Context: an optimization exercise on an open-source flow, tuned for small area, a short achievable clock period and few clock cycles. The choices shown serve that exercise and are no tape-out recipe. Only simulation tests tie the RTL to the original design; equivalence was not proved.

## flow/flow/run.sh

```bash
#!/bin/bash
# The standard layout (standard.sh, all steps) with these changes:
# - after synthesis, flow/downsize.tcl gives the multiplier cells and the
#   window/filter load multiplexers their smallest drive strength;
# - the port buffers that global placement adds are sky130_fd_sc_hd__buf_1
#   instead of the cell buffer_ports picks by default, and before placement
#   repair flow/outbuf.tcl makes those on the output ports buf_4.
set -euo pipefail
export POST_SYNTH_TCL="$PWD/flow/downsize.tcl"
export PRE_RESIZE_TCL="$PWD/flow/outbuf.tcl"
export BUFFER_PORTS_ARGS="-buffer_cell sky130_fd_sc_hd__buf_1"
bash standard.sh finish > standard_finish.log 2>&1
```

## flow/flow/downsize.tcl

```tcl
set db [ord::get_db]
set block [ord::get_db_block]
set lib_masters [dict create]
foreach lib [$db getLibs] {
  foreach m [$lib getMasters] {
    dict set lib_masters [$m getName] $m
  }
}
proc smallest { name } {
  upvar lib_masters lib_masters
  if { ![regexp {^(sky130_fd_sc_hd__[a-z0-9]+)_([0-9]+)$} $name -> base size] } {
    return ""
  }
  if { [regexp {df|dl|clk|conb|tap|fill|decap|diode} $base] } {
    return ""
  }
  set best ""
  set best_area 0
  foreach s {0 1 2 4} {
    set cand "${base}_$s"
    if { [dict exists $lib_masters $cand] } {
      set m [dict get $lib_masters $cand]
      set a [expr {[$m getWidth] * [$m getHeight]}]
      if { $best eq "" || $a < $best_area } {
        set best $m
        set best_area $a
      }
    }
  }
  return $best
}
proc drives_window_reg { inst } {
  foreach it [$inst getITerms] {
    if { ![$it isOutputSignal] } { continue }
    set net [$it getNet]
    if { $net eq "NULL" } { continue }
    foreach it2 [$net getITerms] {
      set n [[$it2 getInst] getName]
      if { [string match "win_r*" $n] || [string match "fil_r*" $n] } {
        return 1
      }
    }
  }
  return 0
}
proc is_seq { inst } {
  return [regexp {__(df|edf|sdf|dl)} [[$inst getMaster] getName]]
}
set cone [dict create]
set work {}
foreach inst [$block getInsts] {
  if { [string match "prod_r*" [$inst getName]] } {
    lappend work $inst
  }
}
while { [llength $work] > 0 } {
  set inst [lindex $work end]
  set work [lrange $work 0 end-1]
  foreach it [$inst getITerms] {
    if { ![$it isInputSignal] } { continue }
    set net [$it getNet]
    if { $net eq "NULL" } { continue }
    foreach it2 [$net getITerms] {
      if { ![$it2 isOutputSignal] } { continue }
      set drv [$it2 getInst]
      set dn [$drv getName]
      if { [is_seq $drv] || [dict exists $cone $dn] } { continue }
      dict set cone $dn 1
      lappend work $drv
    }
  }
}
puts "downsize: [dict size $cone] cells drive the product registers"
set swapped 0
set saved 0
foreach inst [$block getInsts] {
  set name [$inst getName]
  set m [$inst getMaster]
  set mname [$m getName]
  if { [dict exists $cone $name] || ([string match "*mux2*" $mname] && [drives_window_reg $inst]) } {
    set new [smallest $mname]
    if { $new ne "" && [$new getName] ne $mname } {
      set saved [expr {$saved + [$m getWidth] * [$m getHeight] - [$new getWidth] * [$new getHeight]}]
      $inst swapMaster $new
      incr swapped
    }
  }
}
puts "downsize: swapped $swapped cells, [expr {$saved / 1e6}] um2 less"
```

## flow/flow/outbuf.tcl

```tcl
# Run by ORFS before placement repair (PRE_RESIZE_TCL): the buffers that
# buffer_ports put on the output ports (buf_1, see run.sh) become buf_4,
# which drive the port wire and load faster. Detailed placement, which comes
# later, legalizes them.
set db [ord::get_db]
set block [ord::get_db_block]
set buf4 [$db findMaster sky130_fd_sc_hd__buf_4]
set n 0
foreach bt [$block getBTerms] {
  if { [$bt getIoType] ne "OUTPUT" } { continue }
  set net [$bt getNet]
  if { $net eq "NULL" } { continue }
  foreach it [$net getITerms] {
    if { ![$it isOutputSignal] } { continue }
    set inst [$it getInst]
    if { [[$inst getMaster] getName] eq "sky130_fd_sc_hd__buf_1" } {
      $inst swapMaster $buf4
      incr n
    }
  }
}
puts "outbuf: $n output port buffers are now buf_4"
```

## flow/standard.sh

```bash
#!/bin/bash
# synth_recipe.tcl (not shown) runs the flow's synth.tcl, then flattens the netlist and writes it again
# the make line also repeats each setting of config.mk as NAME=value (left out here)
make -C /OpenROAD-flow-scripts/flow DESIGN_CONFIG=/design/flow/config.mk WORK_HOME=/design/flow/orfs CLKGATE_MAP_FILE= SYNTH_SCRIPT=/design/flow/synth_recipe.tcl "${@:-finish}"
```

## flow/config.mk

```make
export PLATFORM = sky130hd
export DESIGN_NAME = conv_window_unit
export DESIGN_NICKNAME = conv_window_unit
export VERILOG_FILES = /design/flow/design.v
export SDC_FILE = /design/flow/constraint.sdc
export NUM_CORES = 4
export LEC_CHECK = 0
export CAP_MARGIN = 20
export CORE_MARGIN = 2
export CORE_UTILIZATION = 60
export CTS_CLUSTER_DIAMETER = 100
export CTS_CLUSTER_SIZE = 30
export PLACE_DENSITY = 0.72
export SLEW_MARGIN = 20
export SYNTH_HIERARCHICAL = 1
export SYNTH_MINIMUM_KEEP_SIZE = 0
```

## flow/constraint.sdc

```tcl
create_clock -name core_clock -period 120.0 [get_ports {clk}]
set_input_delay 24.0000 -clock core_clock [delete_from_list [all_inputs] [get_ports {clk}]]
set_output_delay 24.0000 -clock core_clock [all_outputs]
set_load 0.01 [all_outputs]
```

## flow/design.v

```verilog
module fa(input a, input b, input c, output s, output co);
  assign s = a ^ b ^ c;
  assign co = (a & b) | (a & c) | (b & c);
endmodule
module ha(input a, input b, output s, output co);
  assign s = a ^ b;
  assign co = a & b;
endmodule
module hn(input a, input b, output s, output co);
  xn2 ux(a, b, s);
  or2 uo(a, b, co);
endmodule
module xn2(input a, input b, output y);
  assign y = ~(a ^ b);
endmodule
module or2(input a, input b, output y);
  assign y = a | b;
endmodule
module mj(input a, input b, input c, output co);
  assign co = (a & b) | (a & c) | (b & c);
endmodule
module satadd(input [15:0] a, input [15:0] b, output [15:0] z);
  wire [15:0] g = a & b;
  wire [15:0] p = a ^ b;
  wire G1 = g[1] | (p[1] & g[0]);
  wire G2 = g[3] | (p[3] & g[2]);
  wire P2 = p[3] & p[2];
  wire G3 = g[5] | (p[5] & g[4]);
  wire P3 = p[5] & p[4];
  wire G4 = g[7] | (p[7] & g[6]);
  wire P4 = p[7] & p[6];
  wire G5 = g[9] | (p[9] & g[8]);
  wire P5 = p[9] & p[8];
  wire G6 = g[11] | (p[11] & g[10]);
  wire P6 = p[11] & p[10];
  wire G7 = g[13] | (p[13] & g[12]);
  wire P7 = p[13] & p[12];
  wire G8 = g[15] | (p[15] & g[14]);
  wire P8 = p[15] & p[14];
  wire G9 = g[2] | (p[2] & G1);
  wire G10 = G2 | (P2 & G1);
  wire G11 = g[6] | (p[6] & G3);
  wire P11 = p[6] & P3;
  wire G12 = G4 | (P4 & G3);
  wire P12 = P4 & P3;
  wire G13 = g[10] | (p[10] & G5);
  wire P13 = p[10] & P5;
  wire G14 = G6 | (P6 & G5);
  wire P14 = P6 & P5;
  wire G15 = g[14] | (p[14] & G7);
  wire P15 = p[14] & P7;
  wire G16 = G8 | (P8 & G7);
  wire P16 = P8 & P7;
  wire G17 = g[4] | (p[4] & G10);
  wire G18 = G3 | (P3 & G10);
  wire G19 = G11 | (P11 & G10);
  wire G20 = G12 | (P12 & G10);
  wire G21 = g[12] | (p[12] & G14);
  wire P21 = p[12] & P14;
  wire G22 = G7 | (P7 & G14);
  wire P22 = P7 & P14;
  wire G23 = G15 | (P15 & G14);
  wire P23 = P15 & P14;
  wire G24 = G16 | (P16 & G14);
  wire P24 = P16 & P14;
  wire G25 = g[8] | (p[8] & G20);
  wire G26 = G5 | (P5 & G20);
  wire G27 = G13 | (P13 & G20);
  wire G28 = G14 | (P14 & G20);
  wire G29 = G21 | (P21 & G20);
  wire G30 = G22 | (P22 & G20);
  wire G31 = G23 | (P23 & G20);
  wire G32 = G24 | (P24 & G20);
  wire [16:0] c = {G32, G31, G30, G29, G28, G27, G26, G25, G20, G19, G18, G17, G10, G9, G1, g[0], 1'b0};
  wire [15:0] s = p ^ c[15:0];
  wire ovf = c[16] ^ c[15];
  assign z = ovf ? {a[15], {15{~a[15]}}} : s;
endmodule
module bsel(input a1, input a0, input one, input two, input neg, output x);
  assign x = ((one & a1) | (two & a0)) ^ neg;
endmodule
module satmul(input [15:0] a, input [15:0] b, output [15:0] z);
  wire one1 = b[0];
  wire two2 = b[1] & ~b[0];
  wire q3 = ((one1 & a[0]) ^ b[1]);
  wire n4;
  bsel un4(a[1], a[0], one1, two2, b[1], n4);
  wire n5;
  bsel un5(a[2], a[1], one1, two2, b[1], n5);
  wire n6;
  bsel un6(a[3], a[2], one1, two2, b[1], n6);
  wire n7;
  bsel un7(a[4], a[3], one1, two2, b[1], n7);
  wire n8;
  bsel un8(a[5], a[4], one1, two2, b[1], n8);
  wire n9;
  bsel un9(a[6], a[5], one1, two2, b[1], n9);
  wire n10;
  bsel un10(a[7], a[6], one1, two2, b[1], n10);
  wire n11;
  bsel un11(a[8], a[7], one1, two2, b[1], n11);
  wire n12;
  bsel un12(a[9], a[8], one1, two2, b[1], n12);
  wire n13;
  bsel un13(a[10], a[9], one1, two2, b[1], n13);
  wire n14;
  bsel un14(a[11], a[10], one1, two2, b[1], n14);
  wire n15;
  bsel un15(a[12], a[11], one1, two2, b[1], n15);
  wire n16;
  bsel un16(a[13], a[12], one1, two2, b[1], n16);
  wire n17;
  bsel un17(a[14], a[13], one1, two2, b[1], n17);
  wire n18;
  bsel un18(a[15], a[14], one1, two2, b[1], n18);
  wire q19 = ~((a[15] & (one1 | two2)) ^ b[1]);
  wire one20 = b[2] ^ b[1];
  wire two21 = (b[3] & ~b[2] & ~b[1]) | (~b[3] & b[2] & b[1]);
  wire q22 = ((one20 & a[0]) ^ b[3]);
  wire n23;
  bsel un23(a[1], a[0], one20, two21, b[3], n23);
  wire n24;
  bsel un24(a[2], a[1], one20, two21, b[3], n24);
  wire n25;
  bsel un25(a[3], a[2], one20, two21, b[3], n25);
  wire n26;
  bsel un26(a[4], a[3], one20, two21, b[3], n26);
  wire n27;
  bsel un27(a[5], a[4], one20, two21, b[3], n27);
  wire n28;
  bsel un28(a[6], a[5], one20, two21, b[3], n28);
  wire n29;
  bsel un29(a[7], a[6], one20, two21, b[3], n29);
  wire n30;
  bsel un30(a[8], a[7], one20, two21, b[3], n30);
  wire n31;
  bsel un31(a[9], a[8], one20, two21, b[3], n31);
  wire n32;
  bsel un32(a[10], a[9], one20, two21, b[3], n32);
  wire n33;
  bsel un33(a[11], a[10], one20, two21, b[3], n33);
  wire n34;
  bsel un34(a[12], a[11], one20, two21, b[3], n34);
  wire n35;
  bsel un35(a[13], a[12], one20, two21, b[3], n35);
  wire n36;
  bsel un36(a[14], a[13], one20, two21, b[3], n36);
  wire n37;
  bsel un37(a[15], a[14], one20, two21, b[3], n37);
  wire q38 = ~((a[15] & (one20 | two21)) ^ b[3]);
  wire one39 = b[4] ^ b[3];
  wire two40 = (b[5] & ~b[4] & ~b[3]) | (~b[5] & b[4] & b[3]);
  wire q41 = ((one39 & a[0]) ^ b[5]);
  wire n42;
  bsel un42(a[1], a[0], one39, two40, b[5], n42);
  wire n43;
  bsel un43(a[2], a[1], one39, two40, b[5], n43);
  wire n44;
  bsel un44(a[3], a[2], one39, two40, b[5], n44);
  wire n45;
  bsel un45(a[4], a[3], one39, two40, b[5], n45);
  wire n46;
  bsel un46(a[5], a[4], one39, two40, b[5], n46);
  wire n47;
  bsel un47(a[6], a[5], one39, two40, b[5], n47);
  wire n48;
  bsel un48(a[7], a[6], one39, two40, b[5], n48);
  wire n49;
  bsel un49(a[8], a[7], one39, two40, b[5], n49);
  wire n50;
  bsel un50(a[9], a[8], one39, two40, b[5], n50);
  wire n51;
  bsel un51(a[10], a[9], one39, two40, b[5], n51);
  wire n52;
  bsel un52(a[11], a[10], one39, two40, b[5], n52);
  wire n53;
  bsel un53(a[12], a[11], one39, two40, b[5], n53);
  wire n54;
  bsel un54(a[13], a[12], one39, two40, b[5], n54);
  wire n55;
  bsel un55(a[14], a[13], one39, two40, b[5], n55);
  wire n56;
  bsel un56(a[15], a[14], one39, two40, b[5], n56);
  wire q57 = ~((a[15] & (one39 | two40)) ^ b[5]);
  wire one58 = b[6] ^ b[5];
  wire two59 = (b[7] & ~b[6] & ~b[5]) | (~b[7] & b[6] & b[5]);
  wire q60 = ((one58 & a[0]) ^ b[7]);
  wire n61;
  bsel un61(a[1], a[0], one58, two59, b[7], n61);
  wire n62;
  bsel un62(a[2], a[1], one58, two59, b[7], n62);
  wire n63;
  bsel un63(a[3], a[2], one58, two59, b[7], n63);
  wire n64;
  bsel un64(a[4], a[3], one58, two59, b[7], n64);
  wire n65;
  bsel un65(a[5], a[4], one58, two59, b[7], n65);
  wire n66;
  bsel un66(a[6], a[5], one58, two59, b[7], n66);
  wire n67;
  bsel un67(a[7], a[6], one58, two59, b[7], n67);
  wire n68;
  bsel un68(a[8], a[7], one58, two59, b[7], n68);
  wire n69;
  bsel un69(a[9], a[8], one58, two59, b[7], n69);
  wire n70;
  bsel un70(a[10], a[9], one58, two59, b[7], n70);
  wire n71;
  bsel un71(a[11], a[10], one58, two59, b[7], n71);
  wire n72;
  bsel un72(a[12], a[11], one58, two59, b[7], n72);
  wire n73;
  bsel un73(a[13], a[12], one58, two59, b[7], n73);
  wire n74;
  bsel un74(a[14], a[13], one58, two59, b[7], n74);
  wire n75;
  bsel un75(a[15], a[14], one58, two59, b[7], n75);
  wire q76 = ~((a[15] & (one58 | two59)) ^ b[7]);
  wire one77 = b[8] ^ b[7];
  wire two78 = (b[9] & ~b[8] & ~b[7]) | (~b[9] & b[8] & b[7]);
  wire q79 = ((one77 & a[0]) ^ b[9]);
  wire n80;
  bsel un80(a[1], a[0], one77, two78, b[9], n80);
  wire n81;
  bsel un81(a[2], a[1], one77, two78, b[9], n81);
  wire n82;
  bsel un82(a[3], a[2], one77, two78, b[9], n82);
  wire n83;
  bsel un83(a[4], a[3], one77, two78, b[9], n83);
  wire n84;
  bsel un84(a[5], a[4], one77, two78, b[9], n84);
  wire n85;
  bsel un85(a[6], a[5], one77, two78, b[9], n85);
  wire n86;
  bsel un86(a[7], a[6], one77, two78, b[9], n86);
  wire n87;
  bsel un87(a[8], a[7], one77, two78, b[9], n87);
  wire n88;
  bsel un88(a[9], a[8], one77, two78, b[9], n88);
  wire n89;
  bsel un89(a[10], a[9], one77, two78, b[9], n89);
  wire n90;
  bsel un90(a[11], a[10], one77, two78, b[9], n90);
  wire n91;
  bsel un91(a[12], a[11], one77, two78, b[9], n91);
  wire n92;
  bsel un92(a[13], a[12], one77, two78, b[9], n92);
  wire n93;
  bsel un93(a[14], a[13], one77, two78, b[9], n93);
  wire n94;
  bsel un94(a[15], a[14], one77, two78, b[9], n94);
  wire q95 = ~((a[15] & (one77 | two78)) ^ b[9]);
  wire one96 = b[10] ^ b[9];
  wire two97 = (b[11] & ~b[10] & ~b[9]) | (~b[11] & b[10] & b[9]);
  wire q98 = ((one96 & a[0]) ^ b[11]);
  wire n99;
  bsel un99(a[1], a[0], one96, two97, b[11], n99);
  wire n100;
  bsel un100(a[2], a[1], one96, two97, b[11], n100);
  wire n101;
  bsel un101(a[3], a[2], one96, two97, b[11], n101);
  wire n102;
  bsel un102(a[4], a[3], one96, two97, b[11], n102);
  wire n103;
  bsel un103(a[5], a[4], one96, two97, b[11], n103);
  wire n104;
  bsel un104(a[6], a[5], one96, two97, b[11], n104);
  wire n105;
  bsel un105(a[7], a[6], one96, two97, b[11], n105);
  wire n106;
  bsel un106(a[8], a[7], one96, two97, b[11], n106);
  wire n107;
  bsel un107(a[9], a[8], one96, two97, b[11], n107);
  wire n108;
  bsel un108(a[10], a[9], one96, two97, b[11], n108);
  wire n109;
  bsel un109(a[11], a[10], one96, two97, b[11], n109);
  wire n110;
  bsel un110(a[12], a[11], one96, two97, b[11], n110);
  wire n111;
  bsel un111(a[13], a[12], one96, two97, b[11], n111);
  wire n112;
  bsel un112(a[14], a[13], one96, two97, b[11], n112);
  wire n113;
  bsel un113(a[15], a[14], one96, two97, b[11], n113);
  wire q114 = ~((a[15] & (one96 | two97)) ^ b[11]);
  wire one115 = b[12] ^ b[11];
  wire two116 = (b[13] & ~b[12] & ~b[11]) | (~b[13] & b[12] & b[11]);
  wire q117 = ((one115 & a[0]) ^ b[13]);
  wire n118;
  bsel un118(a[1], a[0], one115, two116, b[13], n118);
  wire n119;
  bsel un119(a[2], a[1], one115, two116, b[13], n119);
  wire n120;
  bsel un120(a[3], a[2], one115, two116, b[13], n120);
  wire n121;
  bsel un121(a[4], a[3], one115, two116, b[13], n121);
  wire n122;
  bsel un122(a[5], a[4], one115, two116, b[13], n122);
  wire n123;
  bsel un123(a[6], a[5], one115, two116, b[13], n123);
  wire n124;
  bsel un124(a[7], a[6], one115, two116, b[13], n124);
  wire n125;
  bsel un125(a[8], a[7], one115, two116, b[13], n125);
  wire n126;
  bsel un126(a[9], a[8], one115, two116, b[13], n126);
  wire n127;
  bsel un127(a[10], a[9], one115, two116, b[13], n127);
  wire n128;
  bsel un128(a[11], a[10], one115, two116, b[13], n128);
  wire n129;
  bsel un129(a[12], a[11], one115, two116, b[13], n129);
  wire n130;
  bsel un130(a[13], a[12], one115, two116, b[13], n130);
  wire n131;
  bsel un131(a[14], a[13], one115, two116, b[13], n131);
  wire n132;
  bsel un132(a[15], a[14], one115, two116, b[13], n132);
  wire q133 = ~((a[15] & (one115 | two116)) ^ b[13]);
  wire one134 = b[14] ^ b[13];
  wire two135 = (b[15] & ~b[14] & ~b[13]) | (~b[15] & b[14] & b[13]);
  wire q136 = ((one134 & a[0]) ^ b[15]);
  wire n137;
  bsel un137(a[1], a[0], one134, two135, b[15], n137);
  wire n138;
  bsel un138(a[2], a[1], one134, two135, b[15], n138);
  wire n139;
  bsel un139(a[3], a[2], one134, two135, b[15], n139);
  wire n140;
  bsel un140(a[4], a[3], one134, two135, b[15], n140);
  wire n141;
  bsel un141(a[5], a[4], one134, two135, b[15], n141);
  wire n142;
  bsel un142(a[6], a[5], one134, two135, b[15], n142);
  wire n143;
  bsel un143(a[7], a[6], one134, two135, b[15], n143);
  wire n144;
  bsel un144(a[8], a[7], one134, two135, b[15], n144);
  wire n145;
  bsel un145(a[9], a[8], one134, two135, b[15], n145);
  wire n146;
  bsel un146(a[10], a[9], one134, two135, b[15], n146);
  wire n147;
  bsel un147(a[11], a[10], one134, two135, b[15], n147);
  wire n148;
  bsel un148(a[12], a[11], one134, two135, b[15], n148);
  wire n149;
  bsel un149(a[13], a[12], one134, two135, b[15], n149);
  wire n150;
  bsel un150(a[14], a[13], one134, two135, b[15], n150);
  wire n151;
  bsel un151(a[15], a[14], one134, two135, b[15], n151);
  wire q152 = ~((a[15] & (one134 | two135)) ^ b[15]);
  wire n153, n154;
  ha un153(n13, n30, n153, n154);
  wire n155, n156;
  ha un155(n14, n31, n155, n156);
  wire n157, n158;
  fa un157(n15, n32, n49, n157, n158);
  wire n159, n160;
  ha un159(n66, n83, n159, n160);
  wire n161, n162;
  fa un161(n16, n33, n50, n161, n162);
  wire n163, n164;
  ha un163(n67, n84, n163, n164);
  wire n165, n166;
  fa un165(n17, n34, n51, n165, n166);
  wire n167, n168;
  fa un167(n68, n85, n102, n167, n168);
  wire n169, n170;
  ha un169(n119, q136, n169, n170);
  wire n171, n172;
  fa un171(n18, n35, n52, n171, n172);
  wire n173, n174;
  fa un173(n69, n86, n103, n173, n174);
  wire n175, n176;
  ha un175(n120, n137, n175, n176);
  wire n177, n178;
  hn un177(q19, n36, n177, n178);
  wire n179, n180;
  fa un179(n53, n70, n87, n179, n180);
  wire n181, n182;
  fa un181(n104, n121, n138, n181, n182);
  wire n183, n184;
  hn un183(n37, n54, n183, n184);
  wire n185, n186;
  fa un185(n71, n88, n105, n185, n186);
  wire n187, n188;
  ha un187(n122, n139, n187, n188);
  wire n189, n190;
  fa un189(q38, n55, n72, n189, n190);
  wire n191, n192;
  fa un191(n89, n106, n123, n191, n192);
  wire n193, n194;
  hn un193(n56, n73, n193, n194);
  wire n195, n196;
  ha un195(n90, n107, n195, n196);
  wire n197, n198;
  fa un197(q57, n74, n91, n197, n198);
  wire n199, n200;
  hn un199(n75, n92, n199, n200);
  wire n201, n202;
  ha un201(n9, n26, n201, n202);
  wire n203, n204;
  ha un203(n10, n27, n203, n204);
  wire n205, n206;
  fa un205(n11, n28, n45, n205, n206);
  wire n207, n208;
  ha un207(n62, q79, n207, n208);
  wire n209, n210;
  fa un209(n12, n29, n46, n209, n210);
  wire n211, n212;
  ha un211(n63, n80, n211, n212);
  wire n213, n214;
  fa un213(n153, n47, n64, n213, n214);
  wire n215, n216;
  fa un215(n81, q98, b[11], n215, n216);
  wire n217, n218;
  fa un217(n154, n155, n48, n217, n218);
  wire n219, n220;
  fa un219(n65, n82, n99, n219, n220);
  wire n221, n222;
  fa un221(n156, n157, n159, n221, n222);
  wire n223, n224;
  fa un223(n100, q117, b[13], n223, n224);
  wire n225, n226;
  fa un225(n158, n160, n161, n225, n226);
  wire n227, n228;
  fa un227(n163, n101, n118, n227, n228);
  wire n229, n230;
  fa un229(n162, n164, n165, n229, n230);
  wire n231, n232;
  fa un231(n167, n169, b[15], n231, n232);
  wire n233, n234;
  fa un233(n166, n168, n170, n233, n234);
  wire n235, n236;
  fa un235(n171, n173, n175, n235, n236);
  wire n237, n238;
  fa un237(n172, n174, n176, n237, n238);
  wire n239, n240;
  fa un239(n177, n179, n181, n239, n240);
  wire n241, n242;
  fa un241(n178, n180, n182, n241, n242);
  wire n243, n244;
  fa un243(n183, n185, n187, n243, n244);
  wire n245, n246;
  fa un245(n184, n186, n188, n245, n246);
  wire n247, n248;
  fa un247(n189, n191, n140, n247, n248);
  wire n249, n250;
  fa un249(n190, n192, n193, n249, n250);
  wire n251, n252;
  fa un251(n195, n124, n141, n251, n252);
  wire n253, n254;
  fa un253(n194, n196, n197, n253, n254);
  wire n255, n256;
  fa un255(n108, n125, n142, n255, n256);
  wire n257, n258;
  fa un257(n198, n199, n109, n257, n258);
  wire n259, n260;
  ha un259(n126, n143, n259, n260);
  wire n261, n262;
  fa un261(n200, q76, n93, n261, n262);
  wire n263, n264;
  fa un263(n110, n127, n144, n263, n264);
  wire n265, n266;
  hn un265(n94, n111, n265, n266);
  wire n267, n268;
  ha un267(n128, n145, n267, n268);
  wire n269, n270;
  fa un269(q95, n112, n129, n269, n270);
  wire n271, n272;
  hn un271(n113, n130, n271, n272);
  wire n273, n274;
  ha un273(n7, n24, n273, n274);
  wire n275, n276;
  ha un275(n8, n25, n275, n276);
  wire n277, n278;
  fa un277(n201, n43, q60, n277, n278);
  wire n279, n280;
  fa un279(n202, n203, n44, n279, n280);
  wire n281, n282;
  fa un281(n204, n205, n207, n281, n282);
  wire n283, n284;
  fa un283(n206, n208, n209, n283, n284);
  wire n285, n286;
  fa un285(n210, n212, n213, n285, n286);
  wire n287, n288;
  fa un287(n214, n216, n217, n287, n288);
  wire n289, n290;
  fa un289(n218, n220, n221, n289, n290);
  wire n291, n292;
  fa un291(n222, n224, n225, n291, n292);
  wire n293, n294;
  fa un293(n226, n228, n229, n293, n294);
  wire n295, n296;
  fa un295(n230, n232, n233, n295, n296);
  wire n297, n298;
  fa un297(n234, n236, n237, n297, n298);
  wire n299, n300;
  fa un299(n238, n240, n241, n299, n300);
  wire n301, n302;
  fa un301(n242, n244, n245, n301, n302);
  wire n303, n304;
  fa un303(n246, n248, n249, n303, n304);
  wire n305, n306;
  fa un305(n250, n252, n253, n305, n306);
  wire n307, n308;
  fa un307(n254, n256, n257, n307, n308);
  wire n309, n310;
  fa un309(n258, n260, n261, n309, n310);
  wire n311, n312;
  fa un311(n262, n264, n265, n311, n312);
  wire n313, n314;
  fa un313(n266, n268, n269, n313, n314);
  wire n315, n316;
  ha un315(n270, n271, n315, n316);
  wire n317, n318;
  fa un317(n272, q114, n131, n317, n318);
  wire n319, n320;
  hn un319(n132, n149, n319, n320);
  wire n321, n322;
  ha un321(n5, q22, n321, n322);
  wire n323, n324;
  ha un323(n6, n23, n323, n324);
  wire n325, n326;
  fa un325(n273, q41, b[5], n325, n326);
  wire n327, n328;
  fa un327(n274, n275, n42, n327, n328);
  wire n329, n330;
  fa un329(n276, n277, b[7], n329, n330);
  wire n331, n332;
  fa un331(n278, n279, n61, n331, n332);
  wire n333, n334;
  fa un333(n280, n281, b[9], n333, n334);
  wire n335, n336;
  fa un335(n282, n283, n211, n335, n336);
  wire n337, n338;
  fa un337(n284, n285, n215, n337, n338);
  wire n339, n340;
  fa un339(n286, n287, n219, n339, n340);
  wire n341, n342;
  fa un341(n288, n289, n223, n341, n342);
  wire n343, n344;
  fa un343(n290, n291, n227, n343, n344);
  wire n345, n346;
  fa un345(n292, n293, n231, n345, n346);
  wire n347, n348;
  fa un347(n294, n295, n235, n347, n348);
  wire n349, n350;
  fa un349(n296, n297, n239, n349, n350);
  wire n351, n352;
  fa un351(n298, n299, n243, n351, n352);
  wire n353, n354;
  fa un353(n300, n301, n247, n353, n354);
  wire n355, n356;
  fa un355(n302, n303, n251, n355, n356);
  wire n357, n358;
  fa un357(n304, n305, n255, n357, n358);
  wire n359, n360;
  fa un359(n306, n307, n259, n359, n360);
  wire n361, n362;
  fa un361(n308, n309, n263, n361, n362);
  wire n363, n364;
  fa un363(n310, n311, n267, n363, n364);
  wire n365, n366;
  fa un365(n312, n313, n146, n365, n366);
  wire n367, n368;
  fa un367(n314, n315, n147, n367, n368);
  wire n369, n370;
  fa un369(n316, n317, n148, n369, n370);
  wire n371, n372;
  ha un371(n318, n319, n371, n372);
  wire n373, n374;
  fa un373(n320, q133, n150, n373, n374);
  wire w375 = ~n151;
  wire n376, n377;
  ha un376(q3, b[1], n376, n377);
  wire n378, n379;
  ha un378(n4, n377, n378, n379);
  wire n380;
  mj un380(n321, b[3], n379, n380);
  wire n381;
  mj un381(n322, n323, n380, n381);
  wire n382;
  mj un382(n324, n325, n381, n382);
  wire n383;
  mj un383(n326, n327, n382, n383);
  wire n384;
  mj un384(n328, n329, n383, n384);
  wire n385;
  mj un385(n330, n331, n384, n385);
  wire n386;
  mj un386(n332, n333, n385, n386);
  wire n387;
  mj un387(n334, n335, n386, n387);
  wire n388;
  mj un388(n336, n337, n387, n388);
  wire n389, n390;
  fa un389(n338, n339, n388, n389, n390);
  wire n391, n392;
  fa un391(n340, n341, n390, n391, n392);
  wire n393, n394;
  fa un393(n342, n343, n392, n393, n394);
  wire n395, n396;
  fa un395(n344, n345, n394, n395, n396);
  wire n397, n398;
  fa un397(n346, n347, n396, n397, n398);
  wire n399, n400;
  fa un399(n348, n349, n398, n399, n400);
  wire n401, n402;
  fa un401(n350, n351, n400, n401, n402);
  wire n403, n404;
  fa un403(n352, n353, n402, n403, n404);
  wire n405, n406;
  fa un405(n354, n355, n404, n405, n406);
  wire n407, n408;
  fa un407(n356, n357, n406, n407, n408);
  wire n409, n410;
  fa un409(n358, n359, n408, n409, n410);
  wire n411, n412;
  fa un411(n360, n361, n410, n411, n412);
  wire n413, n414;
  fa un413(n362, n363, n412, n413, n414);
  wire n415, n416;
  fa un415(n364, n365, n414, n415, n416);
  wire n417, n418;
  fa un417(n366, n367, n416, n417, n418);
  wire n419, n420;
  fa un419(n368, n369, n418, n419, n420);
  wire n421, n422;
  fa un421(n370, n371, n420, n421, n422);
  wire n423, n424;
  fa un423(n372, n373, n422, n423, n424);
  wire n425, n426;
  fa un425(n374, w375, n424, n425, n426);
  wire n427, n428;
  fa un427(n151, q152, n426, n427, n428);
  wire w429 = ~n428;
  wire [20:0] p = {w429, n427, n425, n423, n421, n419, n417, n415, n413, n411, n409, n407, n405, n403, n401, n399, n397, n395, n393, n391, n389};
  wire ovf = ~((&p[20:15]) | ~(|p[20:15]));
  assign z = ovf ? {p[20], {15{~p[20]}}} : p[15:0];
endmodule
module conv_window_unit(clk, reset, in_valid, in_ready, window, filter, filterSize,
		out_valid, value);
	input clk, reset;
	input in_valid;
	output in_ready;
	input [399:0] window;
	input [399:0] filter;
	input [15:0] filterSize;
	output out_valid;
	output signed [15:0] value;
	localparam K = 9;
	reg [399:0] win_r, fil_r;
	reg a_busy, a_last;
	reg [1:0] a_batch;
	reg [1:0] a_size;      
	reg b_valid, b_first, b_last;
	reg [1:0] b_pos;       
	reg [16*K-1:0] prod_r;
	reg [15:0] acc;
	reg out_v;
	reg rdy_q, rdy_n;
	wire ready = ~rdy_n;
	wire accept = in_valid & ready & ~reset;
	assign in_ready = rdy_q;
	assign out_valid = out_v;
	assign value = acc;
	always @(posedge clk) begin
		if (ready) begin
			win_r[16*(25-K)-1:0] <= window[16*(25-K)-1:0];
			fil_r[16*(25-K)-1:0] <= filter[16*(25-K)-1:0];
		end else begin
			win_r[16*(25-K)-1:0] <= win_r[16*25-1:16*K];
			fil_r[16*(25-K)-1:0] <= fil_r[16*25-1:16*K];
		end
		win_r[399:16*(25-K)] <= window[399:16*(25-K)];
		fil_r[399:16*(25-K)] <= filter[399:16*(25-K)];
	end
	wire [1:0] in_size = filterSize[2:0] - 3'd2;
	wire busy_d = ~reset & (accept | (a_busy & ~a_last));
	wire last_d = ready ? ~in_size[1] : (a_size == 2'd2) | (a_batch == 2'd1);
	always @(posedge clk) begin
		a_busy <= busy_d;
		a_last <= last_d;
		rdy_q <= ~busy_d | last_d;
		rdy_n <= busy_d & ~last_d;
		if (ready) begin
			a_size <= in_size;
			a_batch <= 2'd0;
		end else begin
			a_batch <= a_batch + 2'd1;
		end
	end
	wire [16*K-1:0] prod;
	genvar i;
	generate
		for (i = 0; i < K; i = i + 1) begin : mults
			satmul mp(win_r[16*i +: 16], fil_r[16*i +: 16], prod[16*i +: 16]);
		end
	endgenerate
	always @(posedge clk) begin
		if (reset)
			b_valid <= 1'b0;
		else
			b_valid <= a_busy;
		b_first <= (a_batch == 2'd0);
		b_last <= a_last;
		b_pos <= ~a_last ? 2'd2 : (a_size == 2'd0) ? 2'd0 : (a_size == 2'd1) ? 2'd2 : 2'd1;
		prod_r <= prod;
	end
	wire [15:0] acc_in = b_first ? 16'd0 : acc;
	wire [16*K-1:0] part;
	satadd ad0(acc_in, prod_r[15:0], part[15:0]);
	generate
		for (i = 1; i < K; i = i + 1) begin : chain
			satadd ad(prod_r[16*i +: 16], part[16*(i-1) +: 16], part[16*i +: 16]);
		end
	endgenerate
	always @(posedge clk) begin
		acc <= (b_pos == 2'd0) ? part[16*3 +: 16] : (b_pos == 2'd1) ? part[16*(K-3) +: 16] : part[16*(K-1) +: 16];
		if (reset)
			out_v <= 1'b0;
		else
			out_v <= b_valid & b_last;
	end
endmodule
```

==> impl_metrics.toml, run 1 <==
[sta]
relSlewSlack_pct = 26.6
rsz0062_at_grt = "false"
holdWs_ps = 392
period_share_pct = 21.1
max_freq_ghz = 0.0394
tns_ps = 0
skew_ps = 35.2
finalSetupViolations = 0
hold_viol = 0
final.min_clock_period_ps = 25370
worst_pin_slew_ps = 1100
drv_slew = 0

[global_routing]
antenna_found_initial = 4
first_global_vias = 60400
gr-total-overflow = 0
track_usage_pct = 29.1
grt_pass1_wl_um = 324000
grt_start_max_net_pins = 156

[final_layout]
drive_gt1_share_pct = 5.02
area_growth_pct = 9.47
stdcell_area_um2 = 88300
finalNetCount = 10000

[placed_design]
io_buffer_count = 822
place_congestion = 0.915
dpl_cell_area_um2 = 86800
hpwl_um = 152000

[detailed_routing]
dr.pass1.iters = 8
wl_per_cell_um = 20.7
drt_iter0_markers = 4836
drc = 0
wirelength_um = 201000
detail-route-antenna-nets = 0
via_per_inst = 6.01
route.vias.total = 58400

[floorplan]
fp.dieW_um = 371
initial_core_util_pct = 60.5
die_area_um2 = 137000
num_rows = 134
coreArea_um2 = 133000
num_io_pins = 837
die_h_um = 371

[synthesis]
synth_nets = 9135
synth.avg_cell_area_um2 = 11.5
syn_area_um2 = 80700
yosys_warnings = 7
syn_inst = 7009

[cts]
cts_root_buf = "clkbuf_16"
cts-buffers-inserted = 46
tritoncts = "built"
ctsHoldBuffers = 0
clkTransAtPathRegs_ps = 110
cts.sinks = 974
cts_max_path_buffers = 3
postCtsResizedCells = 0
clk_latency_ps = 670
post_cts_buffers = 0
htreeDepth = 2

[worst_setup_path]
reg2reg_depth = 75
path_delay_family = "flip-flops"
critPathCaptureType = "output port"
path_class = "register to output port"
critPathMaxStageDelay_ps = 490
worstPathMaxFanout = 2
crit_slowest_cell = "dfxtp_1"
crit_buf_inv = 1
worstSetupStartpointType = "register"
arrival_ps = 1370
crit_required_ps = 96000
path_depth = 1
path_cells = "buf_4"

[run_status]
outcome = "no timing/DRC/antenna violations"

[min_path]
hp-class = "register to register"
hold_path_depth = 0

[flow_run]
maxCapViolations = 0
## per-layer routing
layer	track usage [%]	vias up	share of wire, %
met3	4.24	337	7.1
met1	38.4	29100	41
met4	8.85	0	3.2
li1	-	26700	-
met2	49.5	2203	49
met5	0	-	0
## worst paths after layout
path | slack (ps) | end | startpoint
worst min register to register | 390 | b_last | a_last
worst min-delay path | 390 | b_last | a_last
worst max register to register | 96050 | acc[13] | b_first
worst max-delay path | 94630 | value[3] | acc[3]
## flip-flops by register name, summed over array words and instances, names as in the netlist, 2 cells and up
| name | count |
|---|---|
| fil_r | 400 |
| win_r | 400 |
| prod_r | 144 |
| acc | 16 |
| a_batch | 2 |
| a_size | 2 |
| b_pos | 2 |
## final cells by class
class | instances | area, µm²
Fill cell | 10600 | 45100
Clock inverter | 22 | 362
Antenna cell | 1 | 2.50
Clock buffer | 49 | 1170
Multi-Input combinational cell | 5732 | 59700
Timing Repair Buffer | 1059 | 4940
Inverter | 105 | 394
Tap cell | 1768 | 2210
Sequential cell | 974 | 19500
## placed cells by master, fill, tap and decap left out, types with 54 or more instances in the layout
cell / instances
xnor2_1: 1287
o21ai_0: 98
nand2b_1: 76
a21oi_1: 121
a22oi_1: 1080
or2_0: 63
a21o_1: 162
nand3b_1: 54
o21bai_1: 54
nor2_1: 138
mux2i_1: 223
maj3_1: 90
nand2_1: 143
mux2_1: 521
buf_1: 804
ha_1: 335
dfxtp_1: 970
buf_4: 254
inv_1: 105
xor2_1: 89
fa_1: 972
## through the flow
| step | worst slack, ps | util (%) | cells |
|---|---|---|---|
| 2_1_floorplan | 95590 | - | 7009 |
| 3_3_place_gp | 95250 | 64.9 | 9637 |
| 3_5_place_dp | 95300 | 65.0 | 9638 |
| 4_1_cts | 94610 | 66.2 | 9709 |
| 5_1_grt | 94460 | 66.2 | 9709 |
| 6_report | 94630 | 66.2 | 9710 |
Testbench counts, summed over its fixed seeds: cycles 4,973.
==> run 2: changes to the inputs <==
--- a/flow/design.v
+++ b/flow/design.v
@@ -669,3 +669,4 @@
 	assign out_valid = out_v;
-	assign value = acc;
+	reg [15:0] val_r;
+	assign value = val_r;
 	always @(posedge clk) begin
@@ -721,4 +722,6 @@
 	endgenerate
+	wire [15:0] res = (b_pos == 2'd0) ? part[16*3 +: 16] : (b_pos == 2'd1) ? part[16*(K-3) +: 16] : part[16*(K-1) +: 16];
 	always @(posedge clk) begin
-		acc <= (b_pos == 2'd0) ? part[16*3 +: 16] : (b_pos == 2'd1) ? part[16*(K-3) +: 16] : part[16*(K-1) +: 16];
+		acc <= part[16*(K-1) +: 16];
+		val_r <= res;
 		if (reset)
--- a/flow/config.mk
+++ b/flow/config.mk
@@ -9,6 +9,5 @@
 export CORE_MARGIN = 2
-export CORE_UTILIZATION = 60
+export CORE_UTILIZATION = 40
 export CTS_CLUSTER_DIAMETER = 100
 export CTS_CLUSTER_SIZE = 30
-export PLACE_DENSITY = 0.72
 export SLEW_MARGIN = 20
==> impl_metrics.toml, run 2 <==
[min_path]
hp-class = "register to register"
worstHoldStart = "a_last"

[worst_setup_path]
path_delay_family = "flip-flops"
crit_required_ps = 96000
cp-startpoint = "val_r[14]"
worstSetupStartpointType = "register"
path_class = "register to output port"
worstPathMaxFanout = 1
crit_slowest_cell = "dfxtp_1"
crit_buf_inv = 1
r2r-start = "b_first"
critPathCaptureType = "output port"
arrival_ps = 1500
critPathMaxStageDelay_ps = 570
path_cells = "buf_4"

[placed_design]
hpwl_um = 163000
io_buffer_count = 822
place_congestion = 0.885
pre_cts_slack_ps = 95290

[detailed_routing]
wl_per_cell_um = 20.0
detail-route-antenna-nets = 0
drt_iter0_markers = 3868
dr.pass1.iters = 6
route.vias.total = 57600
wirelength_um = 213000
via_per_inst = 5.39
drc = 0

[flow_run]
maxCapViolations = 0

[cts]
clkTransAtPathRegs_ps = 110
tritoncts = "built"
cts-buffers-inserted = 57
htreeDepth = 2
cts.sinks = 990
cts_max_path_buffers = 3
postCtsResizedCells = 0
clk_latency_ps = 740
post_cts_buffers = 0
ctsHoldBuffers = 0
cts_root_buf = "clkbuf_16"

[floorplan]
initial_core_util_pct = 40.2
die_area_um2 = 206000
num_io_pins = 837
num_rows = 165
coreArea_um2 = 202000
fp.dieW_um = 454
die_h_um = 454

[global_routing]
antenna_found_initial = 7
track_usage_pct = 20.4
gr-total-overflow = 0
grt_start_max_net_pins = 81
grt_pass1_wl_um = 338000
first_global_vias = 60300

[sta]
tns_ps = 0
max_freq_ghz = 0.0392
finalSetupViolations = 0
hold_viol = 0
worst_pin_slew_ps = 1090
relSlewSlack_pct = 27.5
drv_slew = 0
final.min_clock_period_ps = 25500
rsz0062_at_grt = "false"
skew_ps = 37.9
worst_slack_ps = 94500
period_share_pct = 21.2
holdWs_ps = 382

[synthesis]
synth.avg_cell_area_um2 = 11.5
syn_area_um2 = 81000
yosys_warnings = 7
synth_nets = 9151
syn_inst = 7025

[final_layout]
seq_area_um2 = 19800
final_common_cell = "xnor2_1"
finalNetCount = 10100
drive_gt1_share_pct = 5.49
area_growth_pct = 11.9
top_regs = "fil_r (400), win_r (400), prod_r (144)"
layout_common_cells = "xnor2_1 (1287), a22oi_1 (1080), dfxtp_1 (987), fa_1 (972), buf_1 (804)"
multi_input_area_um2 = 59700
fill_cells = 18900

[run_status]
outcome = "no timing/DRC/antenna violations"
run 2: changes by cell type in the layout (fill, tap and decap cells not counted), moves of 4 or more:
cell	previous run	this run
inv_16	3	8
clkinv_16	3	11
clkbuf_16	46	58
diode_2	1	7
dfxtp_1	970	987
clkinv_8	2	6
buf_4	254	269
run 2: metrics by stage:
step,instances,util [%],area (µm²)
CTS,10700,44.9,90600
global route,10700,44.9,90600
global placement,10600,43.7,88200
floorplan,7025,-,81000
detailed placement,10600,43.8,88300
finish,10700,44.9,90600
run 2: path summary, 6_finish.rpt:
kind                     to  slack [ps]  cells past startpoint
setup reg to reg  val_r[10]       95630                     75
setup / recovery  value[14]       94500                      1
hold reg to reg      b_last         380                      0
hold / removal       b_last         380                      0
run 2: cell type report:
cell class	count	share of cell area [%]
flip-flops and latches	990	21.9
inverters	105	0.435
clock buffers	61	1.63
diodes	7	0.0193
clock inverters	38	0.866
well taps	2672	3.69
repair buffers	1073	5.56
multi-input cells	5732	65.9
run 2: metal layers:
layer  share of wire (%)  global-route usage [%]  vias to the layer above
met4                 2.8                    5.73                        2
met5              0.0061                       0                        -
met2                  50                    35.8                     1610
met1                  42                    26.6                    28900
met3                 4.4                    1.97                      234
li1                    -                       -                    26800
Testbench counts of run 2, summed over its fixed seeds: cycles 4,973.
==> run 3: changes to the inputs <==
--- a/flow/config.mk
+++ b/flow/config.mk
@@ -9,5 +9,6 @@
 export CORE_MARGIN = 2
-export CORE_UTILIZATION = 40
+export CORE_UTILIZATION = 70
 export CTS_CLUSTER_DIAMETER = 100
 export CTS_CLUSTER_SIZE = 30
+export PLACE_DENSITY = 0.8
 export SLEW_MARGIN = 20
==> impl_metrics.toml, run 3 <==
[cts]
cts_max_path_buffers = 3
cts-buffers-inserted = 45
post_cts_buffers = 0
clkTransAtPathRegs_ps = 110
ctsHoldBuffers = 0
clk_latency_ps = 690
cts_root_buf = "clkbuf_16"
postCtsResizedCells = 0
tritoncts = "built"
cts.sinks = 990
htreeDepth = 2

[worst_setup_path]
crit_slowest_cell = "dfxtp_1"
arrival_ps = 1400
path_cells = "buf_4"
path_class = "register to output port"
reg2reg_depth = 75
ff2ff_setup_slack_ps = 95710
r2r-start = "b_first"
path_delay_family = "flip-flops"
critPathMaxStageDelay_ps = 540
worstSetupStartpointType = "register"
r2r_end = "val_r[14]"
critPathCaptureType = "output port"
crit_buf_inv = 1
worstPathMaxFanout = 1
path_depth = 1
crit_required_ps = 96000

[sta]
period_share_pct = 21.2
final.min_clock_period_ps = 25400
relSlewSlack_pct = 27.0
rsz0062_at_grt = "false"
finalSetupViolations = 0
tns_ps = 0
skew_ps = 44.6
hold_viol = 0
drv_slew = 0
worst_pin_slew_ps = 1090
max_freq_ghz = 0.0394

[final_layout]
area_growth_pct = 8.90
top_regs = "fil_r (400), win_r (400), prod_r (144)"
layout_common_cells = "xnor2_1 (1287), a22oi_1 (1080), dfxtp_1 (987), fa_1 (972), buf_1 (804)"
drive_gt1_share_pct = 4.94
diodes = 0
stdcell_area_um2 = 88200
final_common_cell = "xnor2_1"
finalNetCount = 10100

[global_routing]
antenna_found_initial = 2
gr-total-overflow = 0
grt_start_max_net_pins = 81
first_global_vias = 60500
grt_pass1_wl_um = 317000
track_usage_pct = 32.9

[detailed_routing]
via_per_inst = 6.24
wl_met3_um = 14600
wl_met1_um = 79200
dr.pass1.iters = 6
drc = 0
wl_per_cell_um = 20.7
detail-route-antenna-nets = 0
wirelength_um = 196000
drt_iter0_markers = 5389
routed.top_layer = "met5"
route.vias.total = 59000
wl_met2_um = 96800

[floorplan]
initial_core_util_pct = 70.7
num_rows = 124
die_h_um = 344
die_area_um2 = 118000
num_io_pins = 837
coreArea_um2 = 115000
fp.dieW_um = 344

[synthesis]
synth.avg_cell_area_um2 = 11.5
yosys_warnings = 7
syn_inst = 7025
synth_nets = 9151
syn_area_um2 = 81000

[min_path]
holdPathEnd = "b_last"
hold_path_depth = 0
worstHoldStart = "a_last"
hp-class = "register to register"

[placed_design]
place_congestion = 0.942
dpl_cell_area_um2 = 86800
io_buffer_count = 822
hpwl_um = 147000

[flow_run]
maxCapViolations = 0

[run_status]
outcome = "no timing/DRC/antenna violations"
==> run 3: through the flow <==
step	hold slack (ps)	util, %	setup WS (ps)	instances
6_report	379	77.0	94600	9466
5_1_grt	391	77.0	94320	9466
4_1_cts	382	77.0	94630	9466
3_5_place_dp	365	75.8	95320	9400
3_3_place_gp	366	75.7	95320	9398
2_1_floorplan	350	-	95590	7025
==> run 3: area by class of cell <==
type / count / area (µm²)
Multi-Input combinational cell: 5732 / 59700
Inverter: 105 / 394
Clock buffer: 47 / 1130
Timing Repair Buffer: 1061 / 4950
Tap cell: 1512 / 1890
Clock inverter: 19 / 287
Sequential cell: 990 / 19800
Fill cell: 7764 / 26300
==> run 3: worst max-delay path by stage <==
| stage | from | endpoint | slack [ps] |
|---|---|---|---|
| after floorplan | in_valid | rdy_n | 95590 |
| after global placement | window[144] | win_r[144] | 95320 |
| after detailed placement | window[144] | win_r[144] | 95320 |
| after CTS | val_r[3] | value[3] | 94630 |
| after global routing | b_first | val_r[14] | 94320 |
| final | val_r[3] | value[3] | 94600 |
==> run 3: metal layers <==
layer	global-route usage [%]	vias up
li1	-	26800
met4	8.71	4
met3	4.79	385
met2	56.1	2434
met1	44.2	29400
met5	0	-
==> run 4: changes to the inputs <==
--- a/flow/design.v
+++ b/flow/design.v
@@ -669,4 +669,3 @@
 	assign out_valid = out_v;
-	reg [15:0] val_r;
-	assign value = val_r;
+	assign value = acc;
 	always @(posedge clk) begin
@@ -722,6 +721,4 @@
 	endgenerate
-	wire [15:0] res = (b_pos == 2'd0) ? part[16*3 +: 16] : (b_pos == 2'd1) ? part[16*(K-3) +: 16] : part[16*(K-1) +: 16];
 	always @(posedge clk) begin
-		acc <= part[16*(K-1) +: 16];
-		val_r <= res;
+		acc <= (b_pos == 2'd0) ? part[16*3 +: 16] : (b_pos == 2'd1) ? part[16*(K-3) +: 16] : part[16*(K-1) +: 16];
 		if (reset)
==> flow/flow/outbuf.tcl (replaced) <==
# Run by ORFS before placement repair (PRE_RESIZE_TCL): the buffers that
# buffer_ports put on the output ports (buf_1, see run.sh) become buf_4,
# which drive the port wire and load faster, and the flip-flops that drive
# those buffers get the drive strength 4 (same cell type) for the wire from
# the flip-flop to the buffer. Detailed placement, which comes later,
# legalizes them.
set db [ord::get_db]
set block [ord::get_db_block]
set buf4 [$db findMaster sky130_fd_sc_hd__buf_4]
set n 0
set nff 0
foreach bt [$block getBTerms] {
  if { [$bt getIoType] ne "OUTPUT" } { continue }
  set net [$bt getNet]
  if { $net eq "NULL" } { continue }
  foreach it [$net getITerms] {
    if { ![$it isOutputSignal] } { continue }
    set inst [$it getInst]
    if { [[$inst getMaster] getName] ne "sky130_fd_sc_hd__buf_1" } { continue }
    $inst swapMaster $buf4
    incr n
    # the flip-flop that drives the buffer
    foreach bit [$inst getITerms] {
      if { ![$bit isInputSignal] } { continue }
      set inet [$bit getNet]
      if { $inet eq "NULL" } { continue }
      foreach dit [$inet getITerms] {
        if { ![$dit isOutputSignal] } { continue }
        set ff [$dit getInst]
        set fm [[$ff getMaster] getName]
        if { [regexp {^(sky130_fd_sc_hd__dfxtp)_[12]$} $fm -> base] } {
          $ff swapMaster [$db findMaster ${base}_4]
          incr nff
        }
      }
    }
  }
}
puts "outbuf: $n output port buffers are now buf_4, $nff flip-flops driving them are now dfxtp_4"
==> impl_metrics.toml, run 4 <==
[worst_setup_path]
path_delay_family = "flip-flops"
r2r_end = "acc[12]"
critPathMaxStageDelay_ps = 390
crit_slowest_cell = "dfxtp_4"
path_cells = "buf_4"
ff2ff_setup_slack_ps = 95900
crit_required_ps = 96000
reg2reg_depth = 75
arrival_ps = 1230
r2r-start = "b_first"
worstSetupStartpointType = "register"
worstPathMaxFanout = 2
crit_buf_inv = 1
path_class = "register to output port"
critPathCaptureType = "output port"

[cts]
cts_max_path_buffers = 3
htreeDepth = 2
cts_root_buf = "clkbuf_16"
postCtsResizedCells = 0
clk_latency_ps = 680
clkTransAtPathRegs_ps = 120
ctsHoldBuffers = 0
post_cts_buffers = 0
cts-buffers-inserted = 44
tritoncts = "built"
cts.sinks = 974

[sta]
rsz0062_at_grt = "false"
skew_ps = 28.9
drv_slew = 0
relSlewSlack_pct = 27.1
hold_viol = 0
worst_pin_slew_ps = 1090
tns_ps = 0
final.min_clock_period_ps = 25230
max_freq_ghz = 0.0396
finalSetupViolations = 0
period_share_pct = 21.0
worst_slack_ps = 94770

[global_routing]
gr-total-overflow = 0
grt_start_max_net_pins = 168
antenna_found_initial = 0
first_global_vias = 61500
track_usage_pct = 33.4
grt_pass1_wl_um = 321000

[floorplan]
die_area_um2 = 118000
initial_core_util_pct = 70.6
die_h_um = 344
num_io_pins = 837
num_rows = 124
fp.dieW_um = 344
coreArea_um2 = 114000

[min_path]
hold_path_depth = 0
worstHoldStart = "a_last"
hp-class = "register to register"
holdPathEnd = "b_last"

[final_layout]
area_growth_pct = 9.01
layout_common_cells = "xnor2_1 (1287), a22oi_1 (1080), fa_1 (972), dfxtp_1 (951), buf_1 (804)"
fin_util_pct = 76.9
top_regs = "fil_r (400), win_r (400), prod_r (144)"
diodes = 0
stdcell_area_um2 = 88000
finalNetCount = 10000
final_common_cell = "xnor2_1"
fill_cells = 7724
drive_gt1_share_pct = 5.18
layoutNonFillerInstCount = 9450

[placed_design]
dp.cells = 9381
place_congestion = 0.922
dpl_cell_area_um2 = 86500
io_buffer_count = 822
hpwl_um = 149000
pre_cts_slack_ps = 95190

[detailed_routing]
wl_met2_um = 98100
drt_iter0_markers = 5426
wirelength_um = 198000
wl_per_cell_um = 21.0
route.vias.total = 59200
drc = 0
via_per_inst = 6.26
detail-route-antenna-nets = 0
wl_met3_um = 15500
routed.top_layer = "met4"
dr.pass1.iters = 8
wl_met1_um = 77200

[run_status]
outcome = "no timing/DRC/antenna violations"

[flow_run]
maxCapViolations = 0

[synthesis]
synth.avg_cell_area_um2 = 11.5
syn_area_um2 = 80700
yosys_warnings = 7
syn_inst = 7009
synth_nets = 9135
==> run 4: worst max path at each step <==
stage	from	end	slack, ps	cells past startpoint
finish	acc[6]	value[6]	94770	1
global route	b_first	acc[12]	94480	75
CTS	acc[6]	value[6]	94730	1
detailed placement	in_valid	rdy_q	95190	4
global placement	filterSize[1]	rdy_q	95210	4
floorplan	in_valid	rdy_n	95590	3
==> run 4: area by class of cell <==
class | count | area (µm²) | area share [%]
clock inverter | 18 | 260 | 0.296
inverter | 105 | 394 | 0.448
sequential | 974 | 19600 | 22.3
clock buffer | 50 | 1140 | 1.30
tap | 1512 | 1890 | 2.15
timing repair buffer | 1059 | 4960 | 5.64
multi-input combinational | 5732 | 59700 | 67.9
==> run 4: metal layers <==
metal | vias to the layer above | track usage [%]
met3 | 524 | 5.70
li1 | 26700 | -
met5 | - | 0
met4 | 0 | 11.6
met1 | 29300 | 42.7
met2 | 2628 | 57.5
==> run 4: through the flow <==
| step | hold slack [ps] |
|---|---|
| after floorplan | 350 |
| after global placement | 382 |
| after detailed placement | 376 |
| after CTS | 390 |
| after global routing | 402 |
| final | 387 |
Testbench counts of run 4, summed over its fixed seeds: cycles 4,973.
==> run 5: changes to the inputs <==
--- a/flow/config.mk
+++ b/flow/config.mk
@@ -9,6 +9,6 @@
 export CORE_MARGIN = 2
-export CORE_UTILIZATION = 70
+export CORE_UTILIZATION = 60
 export CTS_CLUSTER_DIAMETER = 100
 export CTS_CLUSTER_SIZE = 30
-export PLACE_DENSITY = 0.8
+export PLACE_DENSITY = 0.72
 export SLEW_MARGIN = 20
==> impl_metrics.toml, run 5 <==
[run_status]
outcome = "no timing/DRC/antenna violations"

[final_layout]
diodes = 0
layout_common_cells = "xnor2_1 (1287), a22oi_1 (1080), fa_1 (972), dfxtp_1 (952), buf_1 (804)"
top_regs = "fil_r (400), win_r (400), prod_r (144)"
drive_gt1_share_pct = 5.25
fill_cells = 10600
finalNetCount = 10000
fin_util_pct = 66.2
layoutNonFillerInstCount = 9709
area_growth_pct = 9.55
final_common_cell = "xnor2_1"

[worst_setup_path]
arrival_ps = 1230
path_delay_family = "flip-flops"
critPathCaptureType = "output port"
crit_buf_inv = 1
path_class = "register to output port"
worstSetupStartpointType = "register"
crit_required_ps = 96000
crit_slowest_cell = "dfxtp_4"
worstPathMaxFanout = 2
critPathMaxStageDelay_ps = 400
path_cells = "buf_4"

[synthesis]
synth.avg_cell_area_um2 = 11.5
yosys_warnings = 7
syn_inst = 7009
syn_area_um2 = 80700
synth_nets = 9135

[flow_run]
maxCapViolations = 0

[placed_design]
hpwl_um = 152000
dp.cells = 9638
place_congestion = 0.915
io_buffer_count = 822

[detailed_routing]
detail-route-antenna-nets = 0
via_per_inst = 5.99
dr.pass1.iters = 6
route.vias.total = 58200
drc = 0
wl_per_cell_um = 20.7
drt_iter0_markers = 4597
wirelength_um = 201000

[floorplan]
die_h_um = 371
coreArea_um2 = 133000
die_area_um2 = 137000
fp.dieW_um = 371
initial_core_util_pct = 60.5
num_io_pins = 837
num_rows = 134

[sta]
rsz0062_at_grt = "false"
worst_pin_slew_ps = 1070
holdWs_ps = 392
skew_ps = 30.4
period_share_pct = 21.0
hold_viol = 0
relSlewSlack_pct = 28.6
final.min_clock_period_ps = 25230
finalSetupViolations = 0
max_freq_ghz = 0.0396
tns_ps = 0
drv_slew = 0

[cts]
tritoncts = "built"
cts_max_path_buffers = 3
cts-buffers-inserted = 46
ctsHoldBuffers = 0
clk_latency_ps = 670
cts_root_buf = "clkbuf_16"
post_cts_buffers = 0
postCtsResizedCells = 0
cts.sinks = 974
htreeDepth = 2
clkTransAtPathRegs_ps = 110

[global_routing]
first_global_vias = 60500
track_usage_pct = 29.1
grt_start_max_net_pins = 156
antenna_found_initial = 5
grt_pass1_wl_um = 324000
gr-total-overflow = 0

[min_path]
hp-class = "register to register"
-- run 5: worst paths after layout --
check | start | to | slack, ps | cells past startpoint
hold reg to reg | a_last | b_last | 390 | 0
hold / removal | a_last | b_last | 390 | 0
setup / recovery | acc[3] | value[3] | 94770 | 1
setup reg to reg | b_first | acc[12] | 96020 | 75
-- run 5: stage by stage --
| stage | cell area (µm²) | setup slack (ps) |
|---|---|---|
| after global routing | 88400 | 94490 |
| after CTS | 88400 | 94720 |
| after floorplan | 80700 | 95590 |
| after detailed placement | 86800 | 95310 |
| after global placement | 86700 | 95250 |
| final | 88400 | 94770 |
-- run 5: final cells by class --
type / count / area [µm²] / share of cell area, %
Timing Repair Buffer: 1059 / 4940 / 5.59
Multi-Input combinational cell: 5732 / 59700 / 67.6
Clock buffer: 51 / 1210 / 1.37
Clock inverter: 20 / 322 / 0.364
Inverter: 105 / 394 / 0.446
Tap cell: 1768 / 2210 / 2.50
Sequential cell: 974 / 19600 / 22.2
-- run 5: per-layer routing --
layer	up-vias	GRT usage, %	share of wire, %
met2	2120	49.3	49
li1	26700	-	-
met1	29000	38.4	41
met4	6	9.12	3.4
met3	363	4.21	7.1
met5	-	0	0.020
==> run 6: changes to the inputs <==
--- a/flow/config.mk
+++ b/flow/config.mk
@@ -9,6 +9,6 @@
 export CORE_MARGIN = 2
-export CORE_UTILIZATION = 60
+export CORE_UTILIZATION = 75
 export CTS_CLUSTER_DIAMETER = 100
 export CTS_CLUSTER_SIZE = 30
-export PLACE_DENSITY = 0.72
+export PLACE_DENSITY = 0.85
 export SLEW_MARGIN = 20
==> impl_metrics.toml, run 6 <==
[final_layout]
top_regs = "fil_r (400), win_r (400), prod_r (144)"
stdcell_area_um2 = 87900
finalNetCount = 10000
area_growth_pct = 8.93
final_common_cell = "xnor2_1"
drive_gt1_share_pct = 5.18
diodes = 0
fill_cells = 6419
layout_common_cells = "xnor2_1 (1287), a22oi_1 (1080), fa_1 (972), dfxtp_1 (952), buf_1 (804)"

[sta]
tns_ps = 0
max_freq_ghz = 0.0396
relSlewSlack_pct = 24.4
holdWs_ps = 383
period_share_pct = 21.0
skew_ps = 28.4
drv_slew = 0
finalSetupViolations = 0
final.min_clock_period_ps = 25240
hold_viol = 0
rsz0062_at_grt = "false"
worst_slack_ps = 94760
worst_pin_slew_ps = 1130

[worst_setup_path]
worstPathMaxFanout = 2
critPathMaxStageDelay_ps = 380
path_delay_family = "flip-flops"
crit_slowest_cell = "dfxtp_4"
crit_required_ps = 96000
worstSetupStartpointType = "register"
arrival_ps = 1240
path_class = "register to output port"
critPathCaptureType = "output port"
crit_buf_inv = 1
path_cells = "buf_4"

[cts]
cts.sinks = 974
clkTransAtPathRegs_ps = 110
postCtsResizedCells = 0
cts-buffers-inserted = 46
post_cts_buffers = 0
clk_latency_ps = 680
htreeDepth = 2
cts_root_buf = "clkbuf_16"
tritoncts = "built"
ctsHoldBuffers = 0
cts_max_path_buffers = 3

[global_routing]
grt_start_max_net_pins = 165
first_global_vias = 62800
grt_pass1_wl_um = 326000
antenna_found_initial = 1
track_usage_pct = 36.2
gr-total-overflow = 0

[synthesis]
syn_inst = 7009
yosys_warnings = 7
synth_nets = 9135
synth.avg_cell_area_um2 = 11.5
syn_area_um2 = 80700

[detailed_routing]
dr.pass1.iters = 10
route.vias.total = 60100
detail-route-antenna-nets = 0
via_per_inst = 6.43
drc = 0
drt_iter0_markers = 5596
wirelength_um = 201000
wl_per_cell_um = 21.5

[floorplan]
die_area_um2 = 110000
num_io_pins = 837
num_rows = 120
initial_core_util_pct = 75.5
die_h_um = 332
fp.dieW_um = 332
coreArea_um2 = 107000

[placed_design]
dpl_cell_area_um2 = 86400
pre_cts_slack_ps = 95350
place_congestion = 0.923
io_buffer_count = 822
hpwl_um = 150000

[min_path]
hp-class = "register to register"

[flow_run]
maxCapViolations = 0

[run_status]
outcome = "no timing/DRC/antenna violations"
run 6: changes by cell type in the layout (fill, tap and decap cells not counted), moves of 2 or more:
cell / change
clkbuf_8: -2
inv_8: -2
nor2b_1: +3
nor2b_2: -3
clkinv_8: +4
run 6: stage by stage:
| stage | utilization [%] | cells |
|---|---|---|
| 2_1_floorplan | - | 7009 |
| 3_3_place_gp | 80.7 | 9272 |
| 3_5_place_dp | 80.8 | 9272 |
| 4_1_cts | 82.2 | 9339 |
| 5_1_grt | 82.2 | 9339 |
| 6_report | 82.2 | 9339 |
run 6: area by class of cell:
type                       count  area [µm²]  area share, %
clock buffer                  48        1180           1.34
clock inverter                19         323          0.367
inverter                     105         394          0.448
multi-input combinational   5732       59700           67.9
sequential                   974       19600           22.3
tap                         1403        1760           2.00
timing repair buffer        1058        4940           5.62
run 6: worst paths after layout:
check,startpoint,end,slack [ps],cells after the start
max reg2reg,b_first,acc[13],96020,75
max,acc[15],value[15],94760,1
min,a_last,b_last,380,0
min reg2reg,a_last,b_last,380,0
run 6: routing by layer:
| metal | wire [µm] | track usage, % | vias to the layer above | share of wire, % |
|---|---|---|---|---|
| met5 | 13 | 0 | - | 0.0065 |
| met4 | 8520 | 13.5 | 2 | 4.2 |
| met3 | 17400 | 6.24 | 683 | 8.6 |
| met2 | 100000 | 62.5 | 3099 | 50 |
| met1 | 74800 | 45.6 | 29600 | 37 |
| li1 | - | - | 26700 | - |

==> separate check: timing with driven ports <==
The flow's constraints put no driver on any port. The routed layouts listed below were extracted and timed again, unchanged, in two steps. Step 1: set_driving_cell puts a clkbuf_16 on clk and a buf_2 on each other input, an assumption about the parent block. Step 2, shift: input delay + t, output delay - t, t = (earliest + latest rising clock arrival at the registers) / 2. This alone moves slack from input paths to output paths. Slacks: ideal / step 1 / step 2; pairs: ideal / step 1.
run | shift t [ns] | setup slack, ns | worst hold slack (ns) | worst setup path at the end | cell pins on the clock port's net
run 1 | 0.746 | 94.632 / 94.547 / 95.250 | 0.392 / 0.392 / 0.392 | input to register | 1
run 2 | 0.821 | 94.500 / 94.408 / 95.229 | 0.382 / 0.382 / 0.382 | register to output | 1
run 3 | 0.748 | 94.602 / 94.521 / 95.269 | 0.379 / 0.379 / 0.379 | register to output | 1
run 4 | 0.745 | 94.769 / 94.688 / 95.207 | 0.387 / 0.387 / 0.387 | input to register | 1
run 5 | 0.752 | 94.770 / 94.685 / 95.240 | 0.392 / 0.392 / 0.392 | input to register | 1
run 6 | 0.746 | 94.760 / 94.680 / 95.353 | 0.383 / 0.383 / 0.383 | input to register | 1
After both steps setup and hold are still met in every run listed.
